This is an optimization exercise on Yosys and OpenROAD, whose aim is small area, a short achievable clock period and few clock cycles per item, not a production implementation.
Only simulation tests tie the RTL to the original design; equivalence was not proved.

==> umber: inputs <==
==> flow/design.v <==
module Sbox(
  input [3:0] in,
  output [3:0] out
);
  assign out[0] = (in == 4'h0) | (in == 4'h1) | (in == 4'h2) | (in == 4'h6) | (in == 4'h7) | (in == 4'h9) | (in == 4'hD) | (in == 4'hE);
  assign out[1] = (in == 4'h0) | (in == 4'h1) | (in == 4'h2) | (in == 4'h3) | (in == 4'h4) | (in == 4'h8) | (in == 4'h9) | (in == 4'hC);
  assign out[2] = (in == 4'h1) | (in == 4'h5) | (in == 4'h8) | (in == 4'h9) | (in == 4'hC) | (in == 4'hD) | (in == 4'hE) | (in == 4'hF);
  assign out[3] = (in == 4'h0) | (in == 4'h1) | (in == 4'h4) | (in == 4'h5) | (in == 4'h6) | (in == 4'hA) | (in == 4'hC) | (in == 4'hE);
endmodule
module InvSbox(
  input [3:0] in,
  output [3:0] out
);
  assign out[0] = (in == 4'h0) | (in == 4'h1) | (in == 4'h2) | (in == 4'h4) | (in == 4'h5) | (in == 4'h7) | (in == 4'hC) | (in == 4'hF);
  assign out[1] = (in == 4'h0) | (in == 4'h1) | (in == 4'h2) | (in == 4'h3) | (in == 4'h4) | (in == 4'h8) | (in == 4'h9) | (in == 4'hD);
  assign out[2] = (in == 4'h1) | (in == 4'h4) | (in == 4'h5) | (in == 4'h9) | (in == 4'hA) | (in == 4'hC) | (in == 4'hD) | (in == 4'hE);
  assign out[3] = (in == 4'h0) | (in == 4'h4) | (in == 4'h5) | (in == 4'h6) | (in == 4'h7) | (in == 4'h8) | (in == 4'hD) | (in == 4'hE);
endmodule
module MPrime(
  input [63:0] in,
  output [63:0] out
);
  wire p0 = in[63] ^ in[59] ^ in[55] ^ in[51];
  assign out[63] = p0 ^ in[63];
  assign out[59] = p0 ^ in[51];
  assign out[55] = p0 ^ in[55];
  assign out[51] = p0 ^ in[59];
  wire p1 = in[62] ^ in[58] ^ in[54] ^ in[50];
  assign out[62] = p1 ^ in[58];
  assign out[58] = p1 ^ in[62];
  assign out[54] = p1 ^ in[50];
  assign out[50] = p1 ^ in[54];
  wire p2 = in[61] ^ in[57] ^ in[53] ^ in[49];
  assign out[61] = p2 ^ in[53];
  assign out[57] = p2 ^ in[57];
  assign out[53] = p2 ^ in[61];
  assign out[49] = p2 ^ in[49];
  wire p3 = in[60] ^ in[56] ^ in[52] ^ in[48];
  assign out[60] = p3 ^ in[48];
  assign out[56] = p3 ^ in[52];
  assign out[52] = p3 ^ in[56];
  assign out[48] = p3 ^ in[60];
  wire p4 = in[47] ^ in[43] ^ in[39] ^ in[35];
  assign out[47] = p4 ^ in[35];
  assign out[43] = p4 ^ in[39];
  assign out[39] = p4 ^ in[43];
  assign out[35] = p4 ^ in[47];
  wire p5 = in[46] ^ in[42] ^ in[38] ^ in[34];
  assign out[46] = p5 ^ in[46];
  assign out[42] = p5 ^ in[34];
  assign out[38] = p5 ^ in[38];
  assign out[34] = p5 ^ in[42];
  wire p6 = in[45] ^ in[41] ^ in[37] ^ in[33];
  assign out[45] = p6 ^ in[41];
  assign out[41] = p6 ^ in[45];
  assign out[37] = p6 ^ in[33];
  assign out[33] = p6 ^ in[37];
  wire p7 = in[44] ^ in[40] ^ in[36] ^ in[32];
  assign out[44] = p7 ^ in[36];
  assign out[40] = p7 ^ in[40];
  assign out[36] = p7 ^ in[44];
  assign out[32] = p7 ^ in[32];
  wire p8 = in[31] ^ in[27] ^ in[23] ^ in[19];
  assign out[31] = p8 ^ in[19];
  assign out[27] = p8 ^ in[23];
  assign out[23] = p8 ^ in[27];
  assign out[19] = p8 ^ in[31];
  wire p9 = in[30] ^ in[26] ^ in[22] ^ in[18];
  assign out[30] = p9 ^ in[30];
  assign out[26] = p9 ^ in[18];
  assign out[22] = p9 ^ in[22];
  assign out[18] = p9 ^ in[26];
  wire p10 = in[29] ^ in[25] ^ in[21] ^ in[17];
  assign out[29] = p10 ^ in[25];
  assign out[25] = p10 ^ in[29];
  assign out[21] = p10 ^ in[17];
  assign out[17] = p10 ^ in[21];
  wire p11 = in[28] ^ in[24] ^ in[20] ^ in[16];
  assign out[28] = p11 ^ in[20];
  assign out[24] = p11 ^ in[24];
  assign out[20] = p11 ^ in[28];
  assign out[16] = p11 ^ in[16];
  wire p12 = in[15] ^ in[11] ^ in[7] ^ in[3];
  assign out[15] = p12 ^ in[15];
  assign out[11] = p12 ^ in[3];
  assign out[7] = p12 ^ in[7];
  assign out[3] = p12 ^ in[11];
  wire p13 = in[14] ^ in[10] ^ in[6] ^ in[2];
  assign out[14] = p13 ^ in[10];
  assign out[10] = p13 ^ in[14];
  assign out[6] = p13 ^ in[2];
  assign out[2] = p13 ^ in[6];
  wire p14 = in[13] ^ in[9] ^ in[5] ^ in[1];
  assign out[13] = p14 ^ in[5];
  assign out[9] = p14 ^ in[9];
  assign out[5] = p14 ^ in[13];
  assign out[1] = p14 ^ in[1];
  wire p15 = in[12] ^ in[8] ^ in[4] ^ in[0];
  assign out[12] = p15 ^ in[0];
  assign out[8] = p15 ^ in[4];
  assign out[4] = p15 ^ in[8];
  assign out[0] = p15 ^ in[12];
endmodule
module PrinceCore(
  input clk,
  input rst,
  input start,
  input en_de,
  input [63:0] data,
  input [127:0] key,
  output [63:0] out,
  output reg done
);
  reg idle, h, fwd, last;
  reg [2:0] m;
  reg [63:0] st;
  reg idle_n, h_n;
  reg [2:0] m_n;
  always @(*) begin
    idle_n = idle; h_n = h; m_n = m;
    if (rst) begin
      idle_n = 1'b1; h_n = 1'b0; m_n = 3'd0;
    end else if (idle) begin
      if (start) begin idle_n = 1'b0; m_n = 3'd1; end
    end else if (!h) begin
      if (m == 3'd5) h_n = 1'b1;
      else m_n = m + 3'd1;
    end else begin
      if (m == 3'd0) begin idle_n = 1'b1; h_n = 1'b0; end
      else m_n = m - 3'd1;
    end
  end
  wire [63:0] k0 = key[127:64];
  wire [63:0] k1 = key[63:0];
  wire [63:0] k0p = {k0[0], k0[63:2], k0[1] ^ k0[63]};
  wire use_k0 = (idle & en_de) | (last & ~en_de);
  wire use_k0p = (idle & ~en_de) | (last & en_de);
  wire [63:0] wk = ({64{use_k0}} & k0) | ({64{use_k0p}} & k0p);
  wire [63:0] alpha = 64'hc0ac29b7c97c50dd;
  reg [63:0] rct;
  always @(*) begin
    rct = 64'h0;
    if (m == 3'd1) rct = 64'h13198a2e03707344;
    if (m == 3'd2) rct = 64'ha4093822299f31d0;
    if (m == 3'd3) rct = 64'h082efa98ec4e6c89;
    if (m == 3'd4) rct = 64'h452821e638d01377;
    if (m == 3'd5) rct = 64'hbe5466cf34e90c6c;
  end
  wire ax = ~(h ^ en_de);
  wire [63:0] kk = k1 ^ rct ^ ({64{ax}} & alpha) ^ wk;
  wire [63:0] s1, a, mo, s2, b, x;
  genvar i;
  generate for (i = 0; i < 16; i = i + 1) begin : g
    Sbox s(.in(st[4*i+3:4*i]), .out(s1[4*i+3:4*i]));
    InvSbox si(.in(mo[4*i+3:4*i]), .out(s2[4*i+3:4*i]));
  end endgenerate
  wire [63:0] st_sri = {st[63:60], st[11:8], st[23:20], st[35:32], st[47:44], st[59:56], st[7:4], st[19:16], st[31:28], st[43:40], st[55:52], st[3:0], st[15:12], st[27:24], st[39:36], st[51:48]};
  assign a = fwd ? s1 : st_sri;
  MPrime mp(.in(a), .out(mo));
  wire [63:0] m_sr = {mo[63:60], mo[43:40], mo[23:20], mo[3:0], mo[47:44], mo[27:24], mo[7:4], mo[51:48], mo[31:28], mo[11:8], mo[55:52], mo[35:32], mo[15:12], mo[59:56], mo[39:36], mo[19:16]};
  assign b = h ? s2 : m_sr;
  assign x = idle ? data : b;
  always @(posedge clk) begin
    idle <= idle_n;
    h <= h_n;
    m <= m_n;
    fwd <= !idle_n && (!h_n || m_n == 3'd5);
    last <= !idle_n && h_n && m_n == 3'd0;
    if (rst) done <= 1'b0;
    else done <= last;
    st <= x ^ kk;
  end
  assign out = st;
endmodule
module prince_top(
  input [63:0] data,
  input [127:0] key,
  input en_de,
  input clk,
  input rst,
  input start,
  output [63:0] out,
  output done);
  PrinceCore core(.clk(clk), .rst(rst), .start(start), .en_de(en_de), .data(data), .key(key),
                  .out(out), .done(done));
endmodule
==> flow/flow/run.sh <==
#!/bin/bash
# The standard layout, with the smallest plain buffer (buf_1) as the port buffer instead of
# the delay buffer that buffer_ports picks on its own. Every port still gets its buffer.
export BUFFER_PORTS_ARGS="-buffer_cell sky130_fd_sc_hd__buf_1"
bash standard.sh > standard.log 2>&1
==> flow/standard.sh <==
#!/bin/bash
# synth_recipe.tcl (not shown) runs the flow's synth.tcl, then flattens the netlist and writes it again
# the make line also repeats each setting of config.mk as NAME=value (left out here)
make -C /OpenROAD-flow-scripts/flow DESIGN_CONFIG=/design/flow/config.mk WORK_HOME=/design/flow/orfs CLKGATE_MAP_FILE= SYNTH_SCRIPT=/design/flow/synth_recipe.tcl "${@:-finish}"
==> flow/config.mk <==
export PLATFORM = sky130hd
export DESIGN_NAME = prince_top
export DESIGN_NICKNAME = prince_top
export VERILOG_FILES = /design/flow/design.v
export SDC_FILE = /design/flow/constraint.sdc
export NUM_CORES = 4
export LEC_CHECK = 0
export CAP_MARGIN = 20
export CORE_MARGIN = 2
export CORE_UTILIZATION = 40
export SETUP_SLACK_MARGIN = 2.6
export SLEW_MARGIN = 20
==> flow/constraint.sdc <==
create_clock -name core_clock -period 5.5 [get_ports {clk}]
set_input_delay 1.1000 -clock core_clock [delete_from_list [all_inputs] [get_ports {clk}]]
set_output_delay 1.1000 -clock core_clock [all_outputs]
set_load 0.01 [all_outputs]
==> sierra (differences from umber) <==
Settings changed: SETUP_SLACK_MARGIN 2.6 to 3.0.
==> comparison table <==
	sierra	umber
Via count of the first global-routing pass	10.5k	9592
Layout-stage area growth over the synthesis result	50.3%	21.1%
# clk buffers	10	9
Number of DRC violations after detailed-routing iteration 0	1252	1239
PostCTS Resize Cnt	189	42
Result of the run	complete, no violations	complete, no violations
Met1 WL	18.9 mm	17.6 mm
Post-layout worst setup margin	2.78 ns	2.66 ns
Largest fanout on the critical path	7	9
Period utilisation layout	49.5%	51.7%
Worst setup skew after layout	0.0121 ns	0.0168 ns
Footprint of the flip-flops and latches	1540 um2	1470 um2
Met3 demand-to-capacity share in global routing	5.35%	5.40%
Data-path buffer share of cell area in the final layout	18.2%	10.3%
Cell area after layout	15200 um2	12200 um2
Area taken by multi-input logic gates	9970 um2	8630 um2
Final HPWL from detailed placement	32.7 mm	32.3 mm
Testbench counts of umber, summed over its fixed seeds: cycles 28,808, items 2,400.
Testbench counts of sierra, summed over its fixed seeds: cycles 28,808, items 2,400.

## separate check: timing with driven ports
The flow's constraints put no driver on any port. The routed layouts listed below were extracted and timed again, unchanged, in two steps. Step 1: set_driving_cell puts a clkbuf_16 on clk and a buf_2 on each other input, an assumption about the parent block. Step 2 moves the port delays by t, midway between the first and last clock arrival at a register: inputs arrive t later, outputs are due t later. That takes back most of the time a late clock gives input paths. Three values: no drivers, after step 1, after step 2; two values: the first two.
| run | shift t [ns] | setup slack, ns | worst register clock-pin slew, ns | pins driven straight from the clock port |
|---|---|---|---|---|
| umber | 0.406 | 2.657 / 2.657 / 2.373 | 0.07 / 0.07 | 1 |
| sierra | 0.409 | 2.779 / 2.779 / 2.534 | 0.07 / 0.07 | 1 |
After both steps every run listed still meets setup and hold. For umber, which loses most, drivers alone change the setup slack by 0.000 ns; drivers and shift together by -0.284 ns.
